From an optimization exercise on the open Yosys and OpenROAD flow, aimed at small area; shortcuts taken in it are not production practice.
Only simulation tests tie the RTL to the original design; equivalence was not proved.
No activity file was given, so power comes from the tool's default toggle rates.

==> design/flow/flow/run.sh <==
#!/bin/bash
# Layout flow: the standard flow (standard.sh), with two changes:
#  - ports are buffered with the smallest buffer instead of the default cell;
#  - clock tree: small leaf clusters driven by clkbuf_8, no dummy loads.
# The full output of the flow goes to flow.log in the work folder; ORFS
# also keeps each step's own log under orfs/logs/.
set -euo pipefail
export BUFFER_PORTS_ARGS="-buffer_cell sky130_fd_sc_hd__buf_1"
export CTS_ARGS="-sink_clustering_enable -repair_clock_nets -dont_use_dummy_load -buf_list {sky130_fd_sc_hd__clkbuf_8} -sink_clustering_size 20 -sink_clustering_max_diameter 50"
bash standard.sh > flow.log 2>&1
==> design/flow/standard.sh <==
#!/bin/bash
# synth_recipe.tcl (not shown) runs the flow's synth.tcl, then flattens the netlist and writes it again
# the make line also repeats each setting of config.mk as NAME=value (left out here)
make -C /OpenROAD-flow-scripts/flow DESIGN_CONFIG=/design/flow/config.mk WORK_HOME=/design/flow/orfs CLKGATE_MAP_FILE= SYNTH_SCRIPT=/design/flow/synth_recipe.tcl "${@:-finish}"
==> design/flow/config.mk <==
export PLATFORM = sky130hd
export DESIGN_NAME = line_buf_ctrl_top
export DESIGN_NICKNAME = line_buf_ctrl_top
export VERILOG_FILES = /design/flow/design.v
export SDC_FILE = /design/flow/constraint.sdc
export NUM_CORES = 4
export LEC_CHECK = 0
export CAP_MARGIN = 20
export CORE_MARGIN = 2
export CORE_UTILIZATION = 65
export PLACE_DENSITY = 0.75
export SLEW_MARGIN = 20
==> design/flow/constraint.sdc <==
create_clock -name core_clock -period 10.0 [get_ports {clk}]
set_input_delay 2.0000 -clock core_clock [delete_from_list [all_inputs] [get_ports {clk}]]
set_output_delay 2.0000 -clock core_clock [all_outputs]
set_load 0.01 [all_outputs]
==> design/flow/design.v <==
module single_port_ram #(
  parameter					ADDR_WIDTH = 6,
  parameter					DATA_WIDTH = 30,
  parameter					RAM_DEPTH = 1 << ADDR_WIDTH
)
  (
    input						clk,
    input						i_cs,
    input						i_we,
    input	[ADDR_WIDTH-1:0]	i_addr,
    input	[DATA_WIDTH-1:0]	i_din,
    output	[DATA_WIDTH-1:0]	o_dout
  );
    reg [DATA_WIDTH-1:0]    r_mem   [0:RAM_DEPTH-1];
    reg [DATA_WIDTH-1:0]    r_tmp_data;
  assign o_dout = (i_cs && !i_we) ? r_mem[i_addr] : 'b0;
    always @(posedge clk) begin
        if (i_cs && i_we) 
            r_mem[i_addr] <= i_din;
    end
endmodule
`timescale 1ns / 1ps
module line_buf_ctrl_top #(
    parameter int VSW        = 1,
    parameter int VBP        = 2,
    parameter int VACT       = 8,
    parameter int VFP        = 2,
    parameter int HSW        = 4,
    parameter int HBP        = 6,
    parameter int HACT       = 64,
    parameter int HFP        = 6,
    parameter int ADDR_WIDTH = 6,
    parameter int DATA_WIDTH = 30,
    parameter int VSYNC_POL  = 0,     
    parameter int HSYNC_POL  = 0      
)(
    input              clk,
    input              rstn,
    input              i_vsync,
    input              i_hsync,
    input              i_de,
    input       [9:0]  i_r_data,
    input       [9:0]  i_g_data,
    input       [9:0]  i_b_data,
    output             o_vsync,
    output             o_hsync,
    output             o_de,
    output      [9:0]  o_r_data,
    output      [9:0]  o_g_data,
    output      [9:0]  o_b_data
);
    localparam int HTOTAL = HSW + HBP + HACT + HFP;
    localparam int DEPTH  = HTOTAL + 1;
    logic [DEPTH*DATA_WIDTH-1:0] dly;
    always_ff @(posedge clk)
        dly <= {dly[(DEPTH-1)*DATA_WIDTH-1:0], i_r_data, i_g_data, i_b_data};
    wire [DATA_WIDTH-1:0] pix_out = dly[DEPTH*DATA_WIDTH-1 -: DATA_WIDTH];
    localparam logic [2:0] S_IDLE = 3'd0,    
                           S_DLY  = 3'd1,    
                           S_VSW  = 3'd2,    
                           S_WAIT = 3'd3,    
                           S_ACT  = 3'd4,    
                           S_LAST = 3'd5,    
                           S_END  = 3'd6;    
    logic [2:0] state;
    logic [6:0] p_cnt;       
    logic [2:0] cnt_vact;    
    logic       hs_q;
    wire vsync_act = (VSYNC_POL == 0) ? i_vsync : ~i_vsync;
    wire hs_in     = (HSYNC_POL == 0) ? i_hsync : ~i_hsync;
    wire st_dly  = (state == S_DLY);
    wire st_vsw  = (state == S_VSW);
    wire st_act  = (state == S_ACT);
    wire st_last = (state == S_LAST);
    wire counting = st_dly | st_vsw | st_last;
    wire p_end  = p_cnt[6] & p_cnt[3] & p_cnt[2] & p_cnt[1] & p_cnt[0];
    wire p_play = p_cnt[6] | p_cnt[5] | p_cnt[4];
    wire hs_en = (state == S_END) | (st_dly & p_end) | st_vsw |
                 (state == S_WAIT) | st_act;
    always_ff @(posedge clk or negedge rstn) begin
        if (!rstn) begin
            state    <= S_IDLE;
            p_cnt    <= '0;
            cnt_vact <= '0;
            hs_q     <= 1'b0;
        end else begin
            hs_q  <= hs_en & hs_in;
            p_cnt <= (counting & ~p_end) ? p_cnt + 1'b1 : 7'd0;
            case (state)
                S_IDLE, S_END : if (vsync_act) state <= S_DLY;
                S_DLY         : if (p_end) state <= S_VSW;
                S_VSW         : if (p_end) state <= S_WAIT;
                S_WAIT        : if (i_de) state <= S_ACT;
                S_ACT         : if (!i_de) begin
                                    cnt_vact <= cnt_vact + 1'b1;
                                    state    <= (&cnt_vact) ? S_LAST : S_WAIT;
                                end
                S_LAST        : if (p_end) state <= S_END;
                default       : state <= S_IDLE;
            endcase
        end
    end
    wire de_q = (st_act & (cnt_vact != 3'd0)) | (st_last & p_play);
    assign o_vsync  = (VSYNC_POL == 0) ? st_vsw : ~st_vsw;
    assign o_hsync  = (HSYNC_POL == 0) ? hs_q : ~hs_q;
    assign o_de     = de_q;
    assign o_r_data = pix_out[29:20] & {10{de_q}};
    assign o_g_data = pix_out[19:10] & {10{de_q}};
    assign o_b_data = pix_out[9:0]   & {10{de_q}};
endmodule
==> impl_results.md, run 1 <==
* Status: finished clean
* Global Route Usage Sum at 11.0%
* Nets at about 2,800
* TritonCTS clock tree: done
* Max Clock Freq at just over 200 MHz
* Share of layout cells above drive strength 1 at ~5.5%
* Number of global-route vias before repair at about 16,000
* Rows at roughly 100
* HP Start: dly[2310]$_DFF_P_
* Buf/Inv on CP at 1
* Leading post-synthesis cells by cell area: dfxtp_1, dfrtp_1, and2_1
* Critical path type: flop to output pin
* Remaining DRCs at 0
* Share of the synthesized area in the top cell type at between 90% and 100%
* Min-delay worst type: flop to flop
* Core Area at between 70,000 and 80,000 sq um
* Crit path DAT at roughly 3 ns
* Net count after synthesis at between 2,000 and 3,000
* RSZ-0062 raised after global routing: no
* Initial antenna violation count at 1
* Post-route clock skew at between 0.04 and 0.05 ns
* PD cells at roughly 260 nW/um^2
* Setup violators final at 0
* CTS resizes at 0
* Area delta synth->final at 6.88%
* Slew Limit Headroom at between 30% and 40%
* Postcts setup bufs at 0
* Seq/Total Area, Yosys at a little over nine tenths
* Die span in x at around 280 microns
* Largest net degree at the start of global routing at 32
* Max IR drop VDD at 0.145 mV
* Via-to-Cell Ratio at 4.26
* Crit path launch type: flop
* #FFs+latches synth at around 2,400
* Gpl congestion at slightly above 0.6
* Detailed-route via count at between 15,000 and 20,000
* Pre-CTS setup slack at between 5 and 6 ns
* Initial core utilization at roughly two thirds
* First-pass GRT wire length at slightly above 70,000 microns
* Max_cap viols at 0
* Finished Core Util at between 70% and 80%
* Initial DRC Count at between 500 and 600
* Routed Antenna Nets at 0
* RR Startpoint: state[0]$_DFFE_PN0P_
* Commonest cells after routing, fill and taps aside: dfxtp_1, clkbuf_8, buf_1, and2_1, dfrtp_1
* DIE AREA at between 70,000 and 80,000 sq um
* Fin area at 53,100 sq um
* Drt total wl at just over 40,000 microns
* CP Cell Sequence: nor3b_2, a211oi_4, and2_1, buf_1
* Num ports at 68
* Critical path's largest stage delay at approximately 0.83 ns
* R2R Setup Slk at a little over 8 ns
* Critical path's top delay family: compound AO/OA/AOI/OAI gates
* Leakage at 0.0217 uW
* Clock Sinks at ~2,400
* Synth warn at 1
* CTS root buf: clkbuf_8
* R2R cell count at 3
* Worst hold endpoint: dly[2340]$_DFF_P_
* Count of pins over their slew limit at 0
* WL/cell at around 11 microns
* Hold Vio Cnt, Final at 0
* Hold WS at between 0.2 and 0.3 ns
* Commonest non-fill, non-tap cell in the layout: dfxtp_1
* Worst-margin pin slew at between 0.9 and 1 ns
* Crit share post-route at between 40 and 50%
* Setup ws final at a little over 5 ns
* Hold path cells at 0
* GR Overflow Total at 0
* Reg area at roughly 49,000 sq um
* Mapped Cells at around 2,500
* DP Area at 51,100 sq um
* Worst setup EP type: output pin
* Maximum buffer depth of the clock tree at 3
* DR pass1 iterations at 4
* Detailed placement HPWL at roughly 21,000 microns
* CP Data Required Time at 8.00 ns
* Clk Latency, worst-skew pair at between 0.7 and 0.8 ns
* Count of cell types in the netlist at 37
* Total CTS buffers at roughly 150
* Area leader, netlist: dfxtp_1
* Final setup TNS at 0 ns
* CP max FO at 31
* Die H at approximately 280 microns
* Tmin final at just under 5 ns
* Port Buf Inserts at between 60 and 70
* Synth Area per Inst at 19.5 sq um
* # hold bufs at CTS at 0
* Multi-input logic area at between 600 and 700 sq um
* Fill count at slightly below 5,000
* Reg2reg end: p_cnt[4]$_DFF_PN0_
* Slowest cell on crit path: a211oi_4
* CTS clk-pin slew, worst paths at 0.11 ns
* Netlist Area Pre-Place at between 40,000 and 50,000 sq um
* H-tree depth at 4
-- final cells by class --
| type | instances | share of cell area, % |
|---|---|---|
| antenna | 2 | 0.00942 |
| clock buffer | 145 | 3.76 |
| inverter | 4 | 0.0283 |
| multi-input combinational | 88 | 1.18 |
| sequential | 2444 | 92.3 |
| tap | 978 | 2.30 |
| timing repair buffer | 67 | 0.474 |
-- cell usage after synthesis (all sizes together) --
| cell type | count |
|---|---|
| o22ai | 1 |
| nand2b | 1 |
| nor3b | 4 |
| o41ai | 1 |
| ha | 4 |
| xnor2 | 2 |
| o31ai | 1 |
| o21ai | 2 |
| and2 | 32 |
| a211oi | 1 |
| mux2 | 2 |
| or3 | 1 |
| o2bb2ai | 1 |
| and4 | 2 |
| o311ai | 1 |
| nand3 | 3 |
| dfxtp | 2430 |
| nor3 | 5 |
| o211ai | 2 |
| nand2 | 3 |
| dfrtp | 14 |
| nor2 | 5 |
| a21oi | 4 |
| a31oi | 2 |
| a2111oi | 1 |
| inv | 4 |
| nand4 | 1 |
| nor2b | 3 |
| a32oi | 1 |
| buf | 7 |
| xor2 | 2 |
-- per-stage QoR --
step	cells	total power, uW
floorplan	2543	10400
global placement	3581	10400
detailed placement	3581	10500
CTS	3726	14300
global route	3728	14600
finish	3728	14000
-- state kept, by name, indices dropped and copies added (netlist names) --
| signal | flops |
|---|---|
| dly | 2430 |
| hs_q | 1 |
| cnt_vact | 3 |
| p_cnt | 7 |
| state | 3 |
-- worst max-delay path by stage --
stage	from	endpoint	slack [ns]	cells past startpoint
after global routing	state[0]$_DFFE_PN0P_	o_r_data[0]	4.73	4
after floorplan	cnt_vact[0]$_DFFE_PN0P_	o_b_data[0]	6.67	6
final	state[0]$_DFFE_PN0P_	o_g_data[5]	5.06	4
after global placement	state[0]$_DFFE_PN0P_	o_g_data[5]	5.98	4
after detailed placement	state[0]$_DFFE_PN0P_	o_g_data[5]	5.79	4
after CTS	state[0]$_DFFE_PN0P_	o_g_data[5]	4.89	4
-- metal layers --
metal	track usage (%)	vias to the layer above	share of wire, %
met4	5.54	0	3.1
met2	17.4	264	46
met3	3.88	114	5.3
met5	0	-	0
met1	13.5	7396	46
li1	-	8112	-
-- power by group --
part | internal [uW] | switching [uW] | total (uW)
sequential | 10100 | 97.1 | 10200
combinational | 32.8 | 49.0 | 81.8
clock | 1310 | 2470 | 3780
-- cells by family after synthesis --
logic type                 after synthesis  share of synthesized area, %
AOI/OAI and AO/OA                       18                         0.284
adders and majority gates                4                         0.101
xor gates and xnor gates                 4                        0.0705
DFF                                   2444                          98.6
and+or+nand+nor                         60                         0.755
muxes                                    2                        0.0453
buffers and inverters                   11                         0.149
==> run 2: changes to the inputs <==
==> design/flow/flow/run.sh (replaced) <==
#!/bin/bash
# Layout flow: the standard flow (standard.sh), with two changes:
#  - ports are buffered with the smallest buffer instead of the default cell;
#  - clock tree: leaf clusters of up to 14 flip-flops, each driven by a buf_4,
#    clkbuf_8 above them and a clkbuf_16 at the root; no dummy loads.
# The full output of the flow goes to flow.log in the work folder; ORFS
# also keeps each step's own log under orfs/logs/.
set -euo pipefail
export BUFFER_PORTS_ARGS="-buffer_cell sky130_fd_sc_hd__buf_1"
export CTS_ARGS="-sink_clustering_enable -repair_clock_nets -dont_use_dummy_load -root_buf sky130_fd_sc_hd__clkbuf_16 -sink_clustering_buffer sky130_fd_sc_hd__buf_4 -buf_list {sky130_fd_sc_hd__clkbuf_8} -sink_clustering_size 14 -sink_clustering_max_diameter 35"
bash standard.sh > flow.log 2>&1
--- a/design/flow/config.mk
+++ b/design/flow/config.mk
@@ -10,3 +10,3 @@
 export CORE_UTILIZATION = 65
-export PLACE_DENSITY = 0.75
+export PLACE_DENSITY = 0.92
 export SLEW_MARGIN = 20
==> impl_results.md, run 2 <==
* Max_cap viols at 0 (unchanged)
* Initial antenna violation count at 0 (-1)
* WL/cell at 11.7 microns (+5.9%)
* Hold Vio Cnt, Final at 0 (unchanged)
* Number of synthesized flops with an enable pin at 0 (unchanged)
* Non-filler cells, final at 3,788 (+1.6%)
* Die span in x at 281 microns (unchanged)
* Synth warn at 1 (unchanged)
* Leading post-synthesis cells by cell area: dfxtp_1, dfrtp_1, and2_1
* Via-to-Cell Ratio at 4.28 (+0.53%)
* Gpl congestion at 0.652 (+5.6%)
* Detailed-route via count at 16,228 (+2.2%)
* Placed cells at 3,581 (unchanged)
* Post-synth top cells: dfxtp_1, and2_1, dfrtp_1
* Tmin final at 4.81 ns (-0.129 ns)
* Slowest cell on crit path: a211oi_4
* Nets at 2,851 (+2.2%)
* Clock Sinks at 2,444 (unchanged)
* #FFs+latches synth at 2,444 (unchanged)
* Number of flip-flops under the largest register name at 2,430 (unchanged)
* CP Cell Sequence: nor3b_2, a211oi_4, and2_1, buf_1
* RSZ-0062 raised after global routing: no
* Setup violators final at 0 (unchanged)
* PD cells at 263 nW/um^2 (-0.44%)
* Maximum buffer depth of the clock tree at 3 (unchanged)
* Netlist Area Pre-Place at 49,700 sq um (unchanged)
* Drt total wl at 44,200 microns (+7.6%)
* Post-synth top flop: dfxtp_1
* Count of pins over their slew limit at 0 (unchanged)
* Total CTS buffers at 207 (+43%)
* Num ports at 68 (unchanged)
* Crit path DAT at 2.81 ns (-0.13 ns)
* Crit share post-route at 48.1% (-1.3 points)
* Clk Latency, worst-skew pair at 0.67 ns (-0.11 ns)
* Status: finished clean
* CTS root buf: clkbuf_16
* Top Registers: dly: 2430 flops, p_cnt: 7 flops
* Synth Area per Inst at 19.5 sq um (unchanged)
* Largest net degree at the start of global routing at 32 (unchanged)
* Seq/Total Area, Yosys at 98.6% (unchanged)
* Critical path type: flop to output pin
* DIE AREA at 78,700 sq um (unchanged)
* DR pass1 iterations at 4 (unchanged)
* Most frequent cell after synthesis: dfxtp_1
* Worst-margin pin slew at 0.999 ns (+0.0384 ns)
* Setup ws final at 5.19 ns (+0.129 ns)
* CTS clk-pin slew, worst paths at 0.11 ns (about the same)
* Global Route Usage Sum at 11.9% (+0.91 points)
* Crit path launch type: flop
* Die H at 281 microns (unchanged)
* # hold bufs at CTS at 0 (unchanged)
* Pre-CTS setup slack at 5.85 ns (+0.0534 ns)
* Initial DRC Count at 528 (-6.5%)
* Rows at 101 (unchanged)
* Port Buf Inserts at 67 (unchanged)
* H-tree depth at 4 (unchanged)
* Area delta synth->final at 6.21%
* Power, Total at 13,900 uW (-1.1%)
* GR Overflow Total at 0 (unchanged)
* Initial core utilization at 65.5% (unchanged)
* Register with the most flip-flops: dly
* Max IR drop VDD at 0.187 mV (+29%)
* Final setup TNS at 0 ns (unchanged)
* Number of global-route vias before repair at 16,954 (+5.9%)
* CTS resizes at 0 (unchanged)
* Min-delay worst type: flop to flop
* Slew Limit Headroom at 33.2% (-2.6 points)
* Mapped Cells at 2,543 (unchanged)
* Share of layout cells above drive strength 1 at 7.62% (+2.1 points)
* Area leader, netlist: dfxtp_1
* Detailed placement HPWL at 23,900 microns (+12%)
* Remaining DRCs at 0 (unchanged)
* Worst setup EP type: output pin
* Count of cell types in the netlist at 37 (unchanged)
* Commonest cells after routing, fill and taps aside: dfxtp_1, buf_4, buf_1, and2_1, clkbuf_8
* Diodes inserted at 0 (-2)
* Net count after synthesis at 2,582 (unchanged)
* Share of the synthesized area in the top cell type at 97.9% (unchanged)
* Leakage at 0.0217 uW (about the same)
* Core Area at 75,800 sq um (unchanged)
* Async SR Flop Fraction at 0.573% (unchanged)
* CP Data Required Time at 8.00 ns (about the same)
* Critical path's largest stage delay at 0.86 ns (+0.03 ns)
* Routed Antenna Nets at 0 (unchanged)
* Commonest non-fill, non-tap cell in the layout: dfxtp_1
* Max Clock Freq at 208 MHz (+2.7%)
* First-pass GRT wire length at 75,700 microns (+6.1%)
* CP max FO at 31 (unchanged)
* Postcts setup bufs at 0 (unchanged)
* TritonCTS clock tree: done
* Post-route clock skew at 0.0692 ns (+0.0250 ns)
[run 2: cell counts after synthesis]
Identical to the previous run, type by type.
[run 2: worst paths after layout]
check                                          endpoint  slack (ns)  cells after the start                     from
worst max-delay path                        o_g_data[1]        5.19                      4     state[0]$_DFFE_PN0P_
worst min register to register         dly[306]$_DFF_P_        0.25                      0         dly[276]$_DFF_P_
worst min-delay path                   dly[306]$_DFF_P_        0.25                      0         dly[276]$_DFF_P_
max in group asynchronous          state[0]$_DFFE_PN0P_        8.07                      1                     rstn
worst max register to register     state[2]$_DFFE_PN0P_        8.32                      4  cnt_vact[1]$_DFFE_PN0P_
min in group asynchronous       cnt_vact[2]$_DFFE_PN0P_        1.38                      1                     rstn
[run 2: layout make-up]
type	count	area (sq um)
repair buffers	67	251
inverters	4	15.0
clock buffers	207	1670
well taps	978	1220
multi-input cells	88	624
fillers	4825	23000
flip-flops and latches	2444	49000
[run 2: where the power goes]
part           total [uW]  internal [uW]  switching [uW]
clock network        3620           1130            2490
logic                83.5           32.9            50.6
registers           10200          10100             103
total               13900          11200            2640
[run 2: cells by family after synthesis]
| logic type | Yosys count | synth area share, % |
|---|---|---|
| AO/OA/AOI/OAI | 18 | 0.284 |
| AND/OR/NAND/NOR | 60 | 0.755 |
| multiplexers | 2 | 0.0453 |
| buffers and inverters | 11 | 0.149 |
| XOR/XNOR | 4 | 0.0705 |
| adder cells (fa/ha/maj) | 4 | 0.101 |
| flip-flops | 2444 | 98.6 |
[run 2: metrics by stage]
stage               area (sq um)  util, %  hold WS (ns)
floorplan                  49700        -         0.310
CTS                        52800     69.6         0.248
finish                     52800     69.6         0.246
global route               52800     69.6         0.238
global placement           51100     67.4         0.312
detailed placement         51100     67.4         0.312
[run 2: routing by layer]
metal  global-route usage (%)  up-vias  part of all wire [%]
met4                     7.20        0                   3.4
li1                         -     8225                     -
met1                     13.4     7510                    43
met5                        0        -                     0
met3                     4.24      143                   5.4
met2                     19.6      350                    48
[run 2: worst max-delay path: cells and delay by family (launching register included)]
kind / cells / cell delay [ns]
flip-flops: 1 / 0.80
AO/OA/AOI/OAI: 1 / 0.86
AND/OR/NAND/NOR: 2 / 0.39
buffers and inverters: 1 / 0.15
==> run 3: changes to the inputs <==
--- a/design/flow/design.v
+++ b/design/flow/design.v
@@ -65,4 +65,3 @@
     logic [2:0] state;
-    logic [6:0] p_cnt;       
-    logic [2:0] cnt_vact;    
+    logic [6:0] p_cnt;
     logic       hs_q;
@@ -72,2 +71,3 @@
     wire st_vsw  = (state == S_VSW);
+    wire st_wait = (state == S_WAIT);
     wire st_act  = (state == S_ACT);
@@ -77,13 +77,17 @@
     wire p_play = p_cnt[6] | p_cnt[5] | p_cnt[4];
-    wire hs_en = (state == S_END) | (st_dly & p_end) | st_vsw |
-                 (state == S_WAIT) | st_act;
+    wire [2:0] line_cnt = p_cnt[2:0];
+    wire       act_end  = st_act & ~i_de;
+    wire hs_en = (state == S_END) | (st_dly & p_end) | st_vsw | st_wait | st_act;
+    wire [6:0] p_inc = p_cnt + 1'b1;
+    always_ff @(posedge clk) begin
+        p_cnt[6:3] <= (counting & ~p_end) ? p_inc[6:3] : 4'd0;
+        p_cnt[2:0] <= ((counting & ~p_end) | act_end) ? p_inc[2:0] :
+                      (st_wait | st_act)              ? p_cnt[2:0] : 3'd0;
+    end
     always_ff @(posedge clk or negedge rstn) begin
         if (!rstn) begin
-            state    <= S_IDLE;
-            p_cnt    <= '0;
-            cnt_vact <= '0;
-            hs_q     <= 1'b0;
+            state <= S_IDLE;
+            hs_q  <= 1'b0;
         end else begin
-            hs_q  <= hs_en & hs_in;
-            p_cnt <= (counting & ~p_end) ? p_cnt + 1'b1 : 7'd0;
+            hs_q <= hs_en & hs_in;
             case (state)
@@ -93,6 +97,3 @@
                 S_WAIT        : if (i_de) state <= S_ACT;
-                S_ACT         : if (!i_de) begin
-                                    cnt_vact <= cnt_vact + 1'b1;
-                                    state    <= (&cnt_vact) ? S_LAST : S_WAIT;
-                                end
+                S_ACT         : if (!i_de) state <= (&line_cnt) ? S_LAST : S_WAIT;
                 S_LAST        : if (p_end) state <= S_END;
@@ -102,3 +103,3 @@
     end
-    wire de_q = (st_act & (cnt_vact != 3'd0)) | (st_last & p_play);
+    wire de_q = (st_act & (line_cnt != 3'd0)) | (st_last & p_play);
     assign o_vsync  = (VSYNC_POL == 0) ? st_vsw : ~st_vsw;
==> impl_results.md, run 3 <==
* Status: finished clean
* Clock Sinks at 2,441 (-0.12%)
* Detailed-route via count at 16,213 (-0.092%)
* Global Route Usage Sum at 12.3% (+0.37 points)
* Multi-input logic area at 573 sq um (-8.2%)
* Total CTS buffers at 208 (+0.48%)
* Slew Limit Headroom at 35.0% (+1.8 points)
* Diodes inserted at 0 (unchanged)
* TritonCTS clock tree: done
* Reg area at 48,900 sq um (-0.16%)
* CTS resizes at 0 (unchanged)
* Worst hold endpoint: dly[2177]$_DFF_P_
* Power, Total at 13,900 uW (about the same)
* CP max FO at 31 (unchanged)
* First-pass GRT wire length at 77,500 microns (+2.5%)
* Async SR Flop Fraction at 0.164% (-0.41 points)
* Crit share post-route at 48.1% (about the same)
* Max IR drop VDD at 0.160 mV (-14%)
* Drt total wl at 45,100 microns (+2.1%)
* Setup violators final at 0 (unchanged)
* Share of the synthesized area in the top cell type at 98.3% (+0.42 points)
* Largest net degree at the start of global routing at 32 (unchanged)
* Initial core utilization at 65.5% (about the same)
* Count of pins over their slew limit at 0 (unchanged)
* Non-filler cells, final at 3,781 (-0.18%)
* Placed cells at 3,573 (-0.22%)
* Number of global-route vias before repair at 17,240 (+1.7%)
* Reg2reg end: state[0]$_DFFE_PN0P_
* Post-route clock skew at 0.0639 ns (-0.00526 ns)
* Hold Vio Cnt, Final at 0 (unchanged)
* Routed Antenna Nets at 0 (unchanged)
* Max_cap viols at 0 (unchanged)
* CTS clk-pin slew, worst paths at 0.11 ns (about the same)
* RR Startpoint: state[0]$_DFFE_PN0P_
* HP Start: dly[2147]$_DFF_P_
* Gpl congestion at 0.626 (-3.9%)
* #FFs+latches synth at 2,441 (-0.12%)
* Critical path type: flop to output pin
* Crit path launch type: flop
* Postcts setup bufs at 0 (unchanged)
* Port Buf Inserts at 67 (unchanged)
* Num ports at 68 (unchanged)
* Top Registers: dly: 2430 flops, p_cnt: 7 flops, state: 3 flops
* H-tree depth at 4 (unchanged)
* Finished Core Util at 69.6% (about the same)
* Final setup TNS at 0 ns (unchanged)
* DIE AREA at 78,500 sq um (-0.26%)
* PD cells at 263 nW/um^2 (+0.22%)
* Die H at 280 microns (-0.13%)
* Hold path cells at 0 (unchanged)
* Post-synth top flop: dfxtp_1
* Synth Area per Inst at 19.6 sq um (about the same)
* Register with the most flip-flops: dly
* GR Overflow Total at 0 (unchanged)
* Leakage at 0.0216 uW (-0.21%)
* DR pass1 iterations at 5 (+1)
* Commonest cells after routing, fill and taps aside: dfxtp_1, buf_4, buf_1, and2_1, clkbuf_8
* Initial antenna violation count at 0 (unchanged)
* CTS root buf: clkbuf_16
* Fill count at 4,764 (-1.3%)
* Initial DRC Count at 551 (+4.4%)
* # hold bufs at CTS at 0 (unchanged)
* Die span in x at 280 microns (-0.13%)
* RSZ-0062 raised after global routing: no
* CP Data Required Time at 8.00 ns (about the same)
* Seq/Total Area, Yosys at 98.7% (about the same)
* Count of cell types in the netlist at 39 (+5.4%)
* Crit path DAT at 2.81 ns (about the same)
* Number of synthesized flops with an enable pin at 3 (+3)
* Number of flip-flops under the largest register name at 2,430 (unchanged)
* Mapped Cells at 2,534 (-0.35%)
* Worst setup EP type: output pin
* Post-synth top cells: dfxtp_1, and2_1, nor2_1
* Remaining DRCs at 0 (unchanged)
* Clk Latency, worst-skew pair at 0.68 ns (about the same)
* Synth warn at 1 (unchanged)
* Leading post-synthesis cells by cell area: dfxtp_1, and2_1, dfrtp_1
* Commonest non-fill, non-tap cell in the layout: dfxtp_1
* Via-to-Cell Ratio at 4.29 (about the same)
* Detailed placement HPWL at 24,800 microns (+3.5%)
* Maximum buffer depth of the clock tree at 3 (unchanged)
* Area delta synth->final at 6.25% (about the same)
* Netlist Area Pre-Place at 49,600 sq um (-0.26%)
* Rows at 101 (unchanged)
* Most frequent cell after synthesis: dfxtp_1
* Net count after synthesis at 2,572 (-0.39%)
* Worst-margin pin slew at 0.972 ns (-0.0270 ns)
* Nets at 2,843 (-0.28%)
* Share of layout cells above drive strength 1 at 7.63% (+0.019 points)
* R2R Setup Slk at 8.28 ns (-0.04 ns)
* Core Area at 75,700 sq um (-0.17%)
* Area leader, netlist: dfxtp_1
* Tmin final at 4.81 ns (-0.00241 ns)
* Min-delay worst type: flop to flop
* WL/cell at 11.9 microns (+2.3%)
* R2R cell count at 4 (unchanged)
* Max Clock Freq at 208 MHz (about the same)
## run 3: cells by family after synthesis
group | count (synthesis) | share of synthesized area (%)
DFF | 2441 | 98.7
AOI/OAI and AO/OA | 15 | 0.268
adders and majority gates | 3 | 0.0757
and+or+nand+nor | 60 | 0.740
buffers and inverters | 11 | 0.154
muxes | 1 | 0.0202
xor gates and xnor gates | 3 | 0.0530
## run 3: cell type report
cell class              count  share of cell area (%)
flip-flops and latches   2441                    92.9
clock buffers             208                    3.19
well taps                 978                    2.32
multi-input cells          82                    1.09
repair buffers             67                   0.478
inverters                   5                  0.0356
## run 3: where the power goes
group	internal [uW]	switching, uW
Clock	1140	2490
Sequential	10100	100
Combinational	38.9	54.5
Total	11200	2640
## run 3: worst max path at each step
stage / start / cells past startpoint / slack, ns / endpoint
floorplan: p_cnt[0]$_SDFFCE_PN0P_ / 5 / 6.74 / o_b_data[0]
global placement: state[0]$_DFFE_PN0P_ / 4 / 6.04 / o_r_data[2]
detailed placement: state[0]$_DFFE_PN0P_ / 4 / 5.82 / o_g_data[6]
CTS: state[0]$_DFFE_PN0P_ / 4 / 5.12 / o_g_data[6]
global route: state[0]$_DFFE_PN0P_ / 4 / 5.02 / o_g_data[6]
finish: state[0]$_DFFE_PN0P_ / 4 / 5.19 / o_g_data[6]
## run 3: through the flow
step	hold slack, ns	cell area (sq um)	worst slack (ns)
4_1_cts	0.257	52700	5.12
2_1_floorplan	0.310	49600	6.74
5_1_grt	0.249	52700	5.02
6_report	0.257	52700	5.19
3_3_place_gp	0.311	51000	6.04
3_5_place_dp	0.312	51000	5.82
## run 3: per-layer routing
layer / wire length [microns] / global-route usage [%] / share of wire, %
met1: 18900 / 13.3 / 42
met3: 2330 / 4.22 / 5.2
met2: 22300 / 21.1 / 49
met4: 1590 / 6.90 / 3.5
met5: 0 / 0 / 0
## run 3: worst max-delay path: stages (launching register included)
cell      delay (ns)
dfrtp_1         0.75
nor2_1          0.17
a211oi_4        0.87
and2_1          0.25
buf_1           0.16
==> run 4: changes to the inputs <==
==> design/flow/flow/run.sh (replaced) <==
#!/bin/bash
# Layout flow: the standard flow (standard.sh), with two changes:
#  - ports are buffered with the smallest buffer instead of the default cell;
#  - clock tree: leaf clusters of up to 14 flip-flops, each driven by a buf_4,
#    clkbuf_4 above them and a clkbuf_16 at the root; no dummy loads.
# The full output of the flow goes to flow.log in the work folder; ORFS
# also keeps each step's own log under orfs/logs/.
set -euo pipefail
export BUFFER_PORTS_ARGS="-buffer_cell sky130_fd_sc_hd__buf_1"
export CTS_ARGS="-sink_clustering_enable -repair_clock_nets -dont_use_dummy_load -root_buf sky130_fd_sc_hd__clkbuf_16 -sink_clustering_buffer sky130_fd_sc_hd__buf_4 -buf_list {sky130_fd_sc_hd__clkbuf_4} -sink_clustering_size 14 -sink_clustering_max_diameter 35"
bash standard.sh > flow.log 2>&1
==> impl_results.md, run 4 <==
* Detailed-route via count at 16,215 (+0.012%)
* Postcts setup bufs at 0 (unchanged)
* Global Route Usage Sum at 12.2% (-0.052 points)
* Tmin final at 4.84 ns (+0.0268 ns)
* CTS root buf: clkbuf_16
* WL met2 at 22,300 microns (about the same)
* Crit share post-route at 48.4% (+0.27 points)
* Via-to-Cell Ratio at 4.29 (about the same)
* Status: finished clean
* GR Overflow Total at 0 (unchanged)
* Async SR Flop Fraction at 0.164% (unchanged)
* Worst-margin pin slew at 0.967 ns (-0.00526 ns)
* Share of the synthesized area in the top cell type at 98.3% (unchanged)
* Number of global-route vias before repair at 17,243 (+0.017%)
* Nets at 2,843 (unchanged)
* Finished Core Util at 69.4% (-0.13 points)
* Seq/Total Area, Yosys at 98.7% (unchanged)
* Buf/Inv on CP at 1 (unchanged)
* Synth Area per Inst at 19.6 sq um (unchanged)
* CTS clk-pin slew, worst paths at 0.11 ns (about the same)
* First-pass GRT wire length at 77,400 microns (-0.18%)
* Number of flip-flops under the largest register name at 2,430 (unchanged)
* Worst hold endpoint: dly[362]$_DFF_P_
* Post-synth top flop: dfxtp_1
* Number of synthesized flops with an enable pin at 3 (unchanged)
* Post-route clock skew at 0.0996 ns (+0.0357 ns)
* PD cells at 262 nW/um^2 (-0.49%)
* Register with the most flip-flops: dly
* Initial DRC Count at 550 (-0.18%)
* M1 WL at 18,900 microns (about the same)
* Die span in x at 280 microns (unchanged)
* Leading post-synthesis cells by cell area: dfxtp_1, and2_1, dfrtp_1
* Gpl congestion at 0.626 (unchanged)
* Max_cap viols at 0 (unchanged)
* Slew Limit Headroom at 35.3% (+0.35 points)
* Critical path type: flop to output pin
* Crit path DAT at 2.84 ns (+0.03 ns)
* Count of cell types in the netlist at 39 (unchanged)
* CTS resizes at 0 (unchanged)
* Share of layout cells above drive strength 1 at 7.63% (unchanged)
* Commonest non-fill, non-tap cell in the layout: dfxtp_1
* Crit path launch type: flop
* Netlist Area Pre-Place at 49,600 sq um (unchanged)
* Die H at 280 microns (unchanged)
* Hold Vio Cnt, Final at 0 (unchanged)
* DIE AREA at 78,500 sq um (unchanged)
* Core Area at 75,700 sq um (unchanged)
* RSZ-0062 raised after global routing: no
* Post-synth top cells: dfxtp_1, and2_1, nor2_1
* Clock Sinks at 2,441 (unchanged)
* Detailed placement HPWL at 24,800 microns (unchanged)
* #FFs+latches synth at 2,441 (unchanged)
* Total CTS buffers at 208 (unchanged)
* Critical path's top delay family: compound AO/OA/AOI/OAI gates
* Top Registers: dly: 2430 flops, p_cnt: 7 flops, state: 3 flops
* Placed cells at 3,573 (unchanged)
* DR pass1 iterations at 4 (-1)
* CP Cell Sequence: nor2_1, a211oi_4, and2_1, buf_1
* Met3 WL at 2290 microns (-1.6%)
* Slowest cell on crit path: a211oi_4
* Hold path cells at 0 (unchanged)
* Count of pins over their slew limit at 0 (unchanged)
* WL/cell at 11.9 microns (-0.13%)
* Pre-CTS setup slack at 5.82 ns (unchanged)
* Setup violators final at 0 (unchanged)
* Setup ws final at 5.16 ns (-0.0268 ns)
* Leakage at 0.0216 uW (-0.19%)
* R2R Setup Slk at 8.27 ns (about the same)
* Port Buf Inserts at 67 (unchanged)
* Most frequent cell after synthesis: dfxtp_1
* Final setup TNS at 0 ns (unchanged)
* Max IR drop VDD at 0.160 mV (-0.14%)
* Min-delay worst type: flop to flop
* # hold bufs at CTS at 0 (unchanged)
* RR Startpoint: state[0]$_DFFE_PN0P_
* Commonest cells after routing, fill and taps aside: dfxtp_1, buf_4, buf_1, and2_1, clkbuf_4
* Rows at 101 (unchanged)
* Largest net degree at the start of global routing at 32 (unchanged)
* Max Clock Freq at 207 MHz (-0.55%)
* Mapped Cells at 2,534 (unchanged)
* Drt total wl at 45,100 microns (about the same)
* Worst setup EP type: output pin
* Non-filler cells, final at 3,783 (+0.053%)
* Reg2reg end: state[0]$_DFFE_PN0P_
* Initial antenna violation count at 0 (unchanged)
* Critical path's largest stage delay at 0.87 ns (about the same)
* Area delta synth->final at 6.06%
* Net count after synthesis at 2,572 (unchanged)
* Remaining DRCs at 0 (unchanged)
* Num ports at 68 (unchanged)
* HP Start: dly[332]$_DFF_P_
* Top routing layer in use: met4
* Clk Latency, worst-skew pair at 0.76 ns (+0.08 ns)
* CP Data Required Time at 8.00 ns (about the same)
* Power, Total at 13,800 uW (-0.67%)
* Initial core utilization at 65.5% (unchanged)
* Area leader, netlist: dfxtp_1
* CP max FO at 31 (unchanged)
* TritonCTS clock tree: done
* H-tree depth at 4 (unchanged)
* Synth warn at 1 (unchanged)
* R2R cell count at 4 (unchanged)
* Fill count at 4,774 (+0.21%)
* Maximum buffer depth of the clock tree at 3 (unchanged)
* Routed Antenna Nets at 0 (unchanged)
==> run 4: cell families (layout without fill, tap and decap cells) <==
family          count (synthesis)  count (layout)  synth area share, %
compound gates                 15              15                0.268
xor+xnor                        3               3               0.0530
fa+ha+maj                       3               3               0.0757
buf+inv                        11             280                0.154
flops                        2441            2441                 98.7
mux                             1               1               0.0202
other cells                     0               2                    0
simple gates                   60              60                0.740
==> run 4: area by class of cell <==
cell class / count / area (sq um) / share of cell area (%)
antenna: 2 / 5.00 / 0.00952
clock buffer: 208 / 1580 / 3.00
inverter: 5 / 18.8 / 0.0357
multi-input combinational: 82 / 573 / 1.09
sequential: 2441 / 48900 / 93.1
tap: 978 / 1220 / 2.33
timing repair buffer: 67 / 251 / 0.478
==> run 4: worst max path at each step <==
| stage | slack, ns | to | depth (start not counted) | from |
|---|---|---|---|---|
| finish | 5.16 | o_g_data[6] | 4 | state[0]$_DFFE_PN0P_ |
| global route | 4.98 | o_g_data[6] | 4 | state[0]$_DFFE_PN0P_ |
| CTS | 5.09 | o_g_data[6] | 4 | state[0]$_DFFE_PN0P_ |
| detailed placement | 5.82 | o_g_data[6] | 4 | state[0]$_DFFE_PN0P_ |
| global placement | 6.04 | o_r_data[2] | 4 | state[0]$_DFFE_PN0P_ |
| floorplan | 6.74 | o_b_data[0] | 5 | p_cnt[0]$_SDFFCE_PN0P_ |
==> run 4: where the power goes <==
group / switching, uW / leakage (uW) / internal, uW
sequential: 100 / 0.0203 / 10100
clock: 2480 / 0.00100 / 1060
combinational: 54.5 / 0.000314 / 38.9
==> run 4: through the flow <==
stage / area, sq um / hold WS, ns
2_1_floorplan: 49600 / 0.310
3_3_place_gp: 51000 / 0.311
3_5_place_dp: 51000 / 0.312
4_1_cts: 52600 / 0.229
5_1_grt: 52600 / 0.232
6_report: 52600 / 0.237
==> run 4: metal layers <==
layer | GRT usage [%] | vias to the layer above
met3 | 3.87 | 157
li1 | - | 8194
met4 | 7.14 | 0
met5 | 0 | -
met2 | 21.1 | 331
met1 | 13.3 | 7533
==> run 4: worst reg2reg max path: stages (launching register included) <==
cell and delay (ns):
dfrtp_1 0.75, nor4_1 0.12, a31oi_1 0.37, o211ai_2 0.17, xnor2_1 0.17
==> run 5: changes to the inputs <==
--- a/design/flow/config.mk
+++ b/design/flow/config.mk
@@ -10,3 +10,3 @@
 export CORE_UTILIZATION = 65
-export PLACE_DENSITY = 0.92
+export PLACE_DENSITY = 0.95
 export SLEW_MARGIN = 20
==> impl_results.md, run 5 <==
* Max IR drop VDD at 0.171 mV (+7.3%)
* Post-synth top flop: dfxtp_1
* Rows at 101 (unchanged)
* Hold Vio Cnt, Final at 0 (unchanged)
* CP Cell Sequence: nor2_1, a211oi_4, buf_6, and2_1, buf_1
* Port Buf Inserts at 67 (unchanged)
* CTS resizes at 0 (unchanged)
* Slew Limit Headroom at 59.3% (+24 points)
* Die H at 280 microns (unchanged)
* Crit path DAT at 2.72 ns (-0.12 ns)
* Status: finished clean
* Area delta synth->final at 6.05% (about the same)
* CTS root buf: clkbuf_16
* Diodes inserted at 0 (-2)
* Post-route clock skew at 0.124 ns (+0.0240 ns)
* Synth Area per Inst at 19.6 sq um (unchanged)
* Via-to-Cell Ratio at 4.30 (+0.31%)
* DP Area at 51,000 sq um (unchanged)
* Num ports at 68 (unchanged)
* Top Registers: dly: 2430 flops, p_cnt: 7 flops, state: 3 flops
* #FFs+latches synth at 2,441 (unchanged)
* Buf/Inv on CP at 2 (+1)
* Commonest non-fill, non-tap cell in the layout: dfxtp_1
* H-tree depth at 4 (unchanged)
* Final setup TNS at 0 ns (unchanged)
* Max Clock Freq at 212 MHz (+2.5%)
* DR pass1 iterations at 4 (unchanged)
* Critical path's top delay family: flip-flops
* Nets at 2,843 (unchanged)
* Most frequent cell after synthesis: dfxtp_1
* GR Overflow Total at 0 (unchanged)
* Net count after synthesis at 2,572 (unchanged)
* Number of synthesized flops with an enable pin at 3 (unchanged)
* Count of pins over their slew limit at 0 (unchanged)
* CP Data Required Time at 8.00 ns (about the same)
* Number of global-route vias before repair at 17,226 (-0.099%)
* Critical path type: flop to output pin
* Clock Sinks at 2,441 (unchanged)
* Area leader, netlist: dfxtp_1
* Global Route Usage Sum at 12.2% (-0.056 points)
* Routed Antenna Nets at 0 (unchanged)
* Tmin final at 4.72 ns (-0.118 ns)
* Gpl congestion at 0.637 (+1.6%)
* # hold bufs at CTS at 0 (unchanged)
* Critical path's largest stage delay at 0.75 ns (-0.12 ns)
* Initial antenna violation count at 0 (unchanged)
* CTS clk-pin slew, worst paths at 0.12 ns (about the same)
* PD cells at 262 nW/um^2 (about the same)
* First-pass GRT wire length at 76,900 microns (-0.70%)
* Crit share post-route at 47.2% (-1.2 points)
* Die span in x at 280 microns (unchanged)
* TritonCTS clock tree: done
* Maximum buffer depth of the clock tree at 3 (unchanged)
* Leading post-synthesis cells by cell area: dfxtp_1, and2_1, dfrtp_1
* Async SR Flop Fraction at 0.164% (unchanged)
* Number of flip-flops under the largest register name at 2,430 (unchanged)
* Clk Latency, worst-skew pair at 0.77 ns (about the same)
* Setup violators final at 0 (unchanged)
* CP max FO at 19 (-39%)
* DIE AREA at 78,500 sq um (unchanged)
* Fin area at 52,600 sq um (about the same)
* Slowest cell on crit path: dfrtp_1
* Largest net degree at the start of global routing at 32 (unchanged)
* Total CTS buffers at 207 (-0.48%)
* Initial core utilization at 65.5% (unchanged)
* Detailed placement HPWL at 25,300 microns (+2.3%)
* Share of layout cells above drive strength 1 at 7.63% (unchanged)
* Core Area at 75,700 sq um (unchanged)
* RSZ-0062 raised after global routing: no
* Post-synth top cells: dfxtp_1, and2_1, nor2_1
* Synth warn at 1 (unchanged)
* Leakage at 0.0216 uW (about the same)
* Worst setup EP type: output pin
* Seq/Total Area, Yosys at 98.7% (unchanged)
* Register with the most flip-flops: dly
* Count of cell types in the netlist at 39 (unchanged)
* Netlist Area Pre-Place at 49,600 sq um (unchanged)
* Commonest cells after routing, fill and taps aside: dfxtp_1, buf_4, buf_1, and2_1, clkbuf_4
* WL/cell at 12.1 microns (+1.3%)
* Mapped Cells at 2,534 (unchanged)
* Crit path launch type: flop
* Max_cap viols at 0 (unchanged)
* Postcts setup bufs at 0 (unchanged)
* Drt total wl at 45,700 microns (+1.3%)
* Worst-margin pin slew at 0.610 ns (-0.357 ns)
* Detailed-route via count at 16,257 (+0.26%)
* Remaining DRCs at 0 (unchanged)
* Share of the synthesized area in the top cell type at 98.3% (unchanged)
* Min-delay worst type: flop to flop
* Initial DRC Count at 590 (+7.3%)
==> run 5: cell counts after synthesis <==
No cell type changed its count.
==> run 5: path summary, 6_finish.rpt <==
path	startpoint	end	slack, ns	cells past startpoint
max	state[0]$_DFFE_PN0P_	o_b_data[6]	5.28	5
min	dly[592]$_DFF_P_	dly[622]$_DFF_P_	0.23	0
max reg2reg	state[0]$_DFFE_PN0P_	p_cnt[0]$_SDFFCE_PN0P_	8.24	4
min reg2reg	dly[592]$_DFF_P_	dly[622]$_DFF_P_	0.23	0
max in group asynchronous	rstn	state[1]$_DFFE_PN0P_	8.59	1
min in group asynchronous	rstn	state[0]$_DFFE_PN0P_	1.12	1
==> run 5: report_power, final <==
group / internal [uW] / leakage [uW] / switching [uW]
Clock: 1050 / 0.000999 / 2480
Sequential: 10100 / 0.0203 / 100
Combinational: 40.9 / 0.000320 / 58.1
Total: 11100 / 0.0216 / 2640
==> run 5: kinds of logic after synthesis <==
kind of cell / Yosys count / share of synthesized area, %
AOI/OAI and AO/OA: 15 / 0.268
buffers and inverters: 11 / 0.154
adders and majority gates: 3 / 0.0757
DFF: 2441 / 98.7
xor gates and xnor gates: 3 / 0.0530
muxes: 1 / 0.0202
and+or+nand+nor: 60 / 0.740
==> run 5: metal layers <==
metal | up-vias | GRT usage (%) | wire, microns
met5 | - | 0 | 0
met4 | 0 | 6.47 | 1480
met3 | 138 | 4.15 | 2390
met2 | 311 | 21.2 | 22700
met1 | 7611 | 13.1 | 19100
li1 | 8197 | - | -
==> run 5: through the flow <==
stage                     setup WS, ns  std cells  power, uW  hold WS [ns]  utilization (%)
after floorplan                   6.74       2534      10400         0.310                -
final                             5.28       3781      13800         0.226             69.4
after detailed placement          5.78       3573      10500         0.312             67.4
after CTS                         4.94       3780      14000         0.223             69.4
after global placement            5.98       3573      10400         0.311             67.4
after global routing              5.01       3781      14400         0.205             69.4
==> run 5: final cells by class <==
type | instances | area, sq um
Fill cell | 4772 | 23100
Multi-Input combinational cell | 82 | 573
Inverter | 5 | 18.8
Sequential cell | 2441 | 48900
Tap cell | 978 | 1220
Clock buffer | 207 | 1570
Timing Repair Buffer | 68 | 263
==> run 5: worst reg2reg max path: stages (launching register included) <==
cell     delay, ns
dfrtp_1       0.75
nor3b_4       0.10
a21oi_2       0.31
o32a_1        0.26
nor2_1        0.07
==> run 6: changes to the inputs <==
==> design/flow/flow/run.sh (replaced) <==
#!/bin/bash
# Layout flow: the standard flow (standard.sh), with two changes:
#  - ports are buffered with the smallest buffer instead of the default cell;
#  - clock tree: leaf clusters of up to 15 flip-flops, each driven by a buf_4,
#    clkbuf_4 above them and a clkbuf_16 at the root; no dummy loads.
# The full output of the flow goes to flow.log in the work folder; ORFS
# also keeps each step's own log under orfs/logs/.
set -euo pipefail
export BUFFER_PORTS_ARGS="-buffer_cell sky130_fd_sc_hd__buf_1"
export CTS_ARGS="-sink_clustering_enable -repair_clock_nets -dont_use_dummy_load -root_buf sky130_fd_sc_hd__clkbuf_16 -sink_clustering_buffer sky130_fd_sc_hd__buf_4 -buf_list {sky130_fd_sc_hd__clkbuf_4} -sink_clustering_size 15 -sink_clustering_max_diameter 35"
bash standard.sh > flow.log 2>&1
--- a/design/flow/config.mk
+++ b/design/flow/config.mk
@@ -10,3 +10,3 @@
 export CORE_UTILIZATION = 65
-export PLACE_DENSITY = 0.95
+export PLACE_DENSITY = 0.92
 export SLEW_MARGIN = 20
==> impl_results.md, run 6 <==
* CP Data Required Time at 8.00 ns (about the same)
* Critical path type: flop to output pin
* RSZ-0062 raised after global routing: no
* CTS root buf: clkbuf_16
* Port Buf Inserts at 67 (unchanged)
* Slew Limit Headroom at 34.3% (-25 points)
* Setup ws final at 5.15 ns (-0.125 ns)
* Netlist Area Pre-Place at 49,600 sq um (unchanged)
* Total CTS buffers at 202 (-2.4%)
* Crit path DAT at 2.85 ns (+0.13 ns)
* TritonCTS clock tree: done
* DR pass1 iterations at 5 (+1)
* Final setup TNS at 0 ns (unchanged)
* #FFs+latches synth at 2,441 (unchanged)
* DIE AREA at 78,500 sq um (unchanged)
* Postcts setup bufs at 0 (unchanged)
* Max Clock Freq at 206 MHz (-2.6%)
* Mapped Cells at 2,534 (unchanged)
* Number of synthesized flops with an enable pin at 3 (unchanged)
* Detailed-route via count at 16,186 (-0.44%)
* Die H at 280 microns (unchanged)
* Crit share post-route at 48.5% (+1.3 points)
* Min-delay worst type: flop to flop
* CTS clk-pin slew, worst paths at 0.11 ns (about the same)
* Power, Total at 13,800 uW (-0.23%)
* Post-route clock skew at 0.0807 ns (-0.0429 ns)
* Setup violators final at 0 (unchanged)
* PD cells at 262 nW/um^2 (-0.14%)
* Status: finished clean
* Initial DRC Count at 646 (+9.5%)
* Max IR drop VDD at 0.148 mV (-14%)
* Drt total wl at 45,300 microns (-0.81%)
* Share of layout cells above drive strength 1 at 7.44% (-0.20 points)
* Clock Sinks at 2,441 (unchanged)
* Initial antenna violation count at 0 (unchanged)
* CP max FO at 31 (+12)
* Initial core utilization at 65.5% (unchanged)
* Synth Area per Inst at 19.6 sq um (unchanged)
* H-tree depth at 4 (unchanged)
* Post-synth top cells: dfxtp_1, and2_1, nor2_1
* Num ports at 68 (unchanged)
* Seq/Total Area, Yosys at 98.7% (unchanged)
* Tmin final at 4.85 ns (+0.125 ns)
* Count of cell types in the netlist at 39 (unchanged)
* WL/cell at 12.0 microns (-0.65%)
* Net count after synthesis at 2,572 (unchanged)
* Async SR Flop Fraction at 0.164% (unchanged)
* Gpl congestion at 0.626 (-1.6%)
* Area leader, netlist: dfxtp_1
* Count of pins over their slew limit at 0 (unchanged)
* Leading post-synthesis cells by cell area: dfxtp_1, and2_1, dfrtp_1
* # hold bufs at CTS at 0 (unchanged)
* Share of the synthesized area in the top cell type at 98.3% (unchanged)
* Worst setup EP type: output pin
* Core Area at 75,700 sq um (unchanged)
* Remaining DRCs at 0 (unchanged)
* Die span in x at 280 microns (unchanged)
* Clk Latency, worst-skew pair at 0.72 ns (-0.05 ns)
* Commonest cells after routing, fill and taps aside: dfxtp_1, buf_4, buf_1, and2_1, clkbuf_4
* Diodes inserted at 0 (unchanged)
* Maximum buffer depth of the clock tree at 3 (unchanged)
* Hold Vio Cnt, Final at 0 (unchanged)
* CTS resizes at 0 (unchanged)
* Nets at 2,837 (-0.21%)
* First-pass GRT wire length at 77,500 microns (+0.76%)
* Synth warn at 1 (unchanged)
* Pre-CTS setup slack at 5.82 ns (+0.0483 ns)
* Leakage at 0.0216 uW (-0.14%)
* Post-synth top flop: dfxtp_1
* Routed Antenna Nets at 0 (unchanged)
* Via-to-Cell Ratio at 4.29 (-0.28%)
* Commonest non-fill, non-tap cell in the layout: dfxtp_1
* Top Registers: dly: 2430 flops, p_cnt: 7 flops, state: 3 flops
* Worst-margin pin slew at 0.983 ns (+0.373 ns)
* Most frequent cell after synthesis: dfxtp_1
* Register with the most flip-flops: dly
* GR Overflow Total at 0 (unchanged)
* Number of global-route vias before repair at 17,173 (-0.31%)
* Detailed placement HPWL at 24,800 microns (-2.3%)
* Fill count at 4,777 (+0.10%)
* Number of flip-flops under the largest register name at 2,430 (unchanged)
* Crit path launch type: flop
* Global Route Usage Sum at 12.3% (+0.087 points)
* Area delta synth->final at 5.95% (about the same)
* Max_cap viols at 0 (unchanged)
* Largest net degree at the start of global routing at 32 (unchanged)
* Rows at 101 (unchanged)
run 6: cell count changes in the layout (fill, tap and decap cells not counted), sizes merged:
cell / previous run / this run
buf: 258 / 252
run 6: metal layers:
| layer | GRT usage, % | vias to the layer above | routed length (microns) | part of all wire [%] |
|---|---|---|---|---|
| li1 | - | 8187 | - | - |
| met1 | 13.4 | 7511 | 19100 | 42 |
| met2 | 21.1 | 337 | 22300 | 49 |
| met3 | 4.12 | 151 | 2420 | 5.3 |
| met4 | 6.71 | 0 | 1480 | 3.3 |
| met5 | 0 | - | 0 | 0 |
run 6: worst paths after layout:
check,startpoint,end,cells after the start,slack (ns)
min,dly[352]$_DFF_P_,dly[382]$_DFF_P_,0,0.24
max in group asynchronous,rstn,state[1]$_DFFE_PN0P_,1,8.64
max,state[0]$_DFFE_PN0P_,o_g_data[6],4,5.15
max reg2reg,state[0]$_DFFE_PN0P_,state[0]$_DFFE_PN0P_,4,8.31
min in group asynchronous,rstn,state[2]$_DFFE_PN0P_,1,1.16
min reg2reg,dly[352]$_DFF_P_,dly[382]$_DFF_P_,0,0.24
run 6: critical path, stage by stage (launching register included):
cell and delay [ns]:
dfrtp_1 0.73, nor2_1 0.16, a211oi_4 0.87, and2_1 0.25, buf_1 0.16
run 6: logic make-up after synthesis:
logic type	after synthesis	synth area share [%]
muxes	1	0.0202
xor gates and xnor gates	3	0.0530
and+or+nand+nor	60	0.740
AOI/OAI and AO/OA	15	0.268
buffers and inverters	11	0.154
adders and majority gates	3	0.0757
DFF	2441	98.7
run 6: report_power, final:
part           internal, uW  switching, uW
sequential            10100           99.5
clock                  1030           2480
combinational          39.0           54.9
total                 11100           2630
run 6: through the flow:
| stage | cells | hold WS [ns] | utilization, % | instance area [sq um] |
|---|---|---|---|---|
| 3_5_place_dp | 3573 | 0.312 | 67.4 | 51000 |
| 6_report | 3775 | 0.239 | 69.4 | 52500 |
| 5_1_grt | 3775 | 0.242 | 69.4 | 52500 |
| 2_1_floorplan | 2534 | 0.310 | - | 49600 |
| 4_1_cts | 3775 | 0.238 | 69.4 | 52500 |
| 3_3_place_gp | 3573 | 0.311 | 67.4 | 51000 |
run 6: layout make-up:
type                    count  area (sq um)  share of cell area, %
flip-flops and latches   2441         48900                   93.1
clock buffers             202          1530                   2.92
well taps                 978          1220                   2.33
multi-input cells          82           573                   1.09
repair buffers             67           251                  0.479
inverters                   5          18.8                 0.0357

-- re-timing with driven ports --
Ports are ideal in the flow. The routed layouts listed here were re-timed in OpenROAD. Step 1: set_driving_cell puts a clkbuf_16 on clk and a buf_2 on each other input, an assumption about the parent block. Step 2 also shifts input and output timing later by t, the mid clock arrival at the registers, as if the neighbouring blocks saw the same clock. Three values: ideal, step 1, step 2; two values: the first two.
run | t, ns | setup slack, ns | worst setup path at the end | slew at the worst register clock pin (ns)
run 1 | 0.812 | 5.057 / 5.002 / 5.814 | register to output | 0.11 / 0.11
run 2 | 0.688 | 5.186 / 5.129 / 5.816 | register to output | 0.12 / 0.12
run 3 | 0.705 | 5.189 / 5.122 / 5.826 | register to output | 0.12 / 0.12
run 4 | 0.759 | 5.162 / 5.095 / 5.854 | register to output | 0.12 / 0.12
run 5 | 0.756 | 5.280 / 5.222 / 5.978 | register to output | 0.12 / 0.12
run 6 | 0.757 | 5.155 / 5.091 / 5.848 | register to output | 0.13 / 0.13
After both steps every run listed still meets setup and hold.
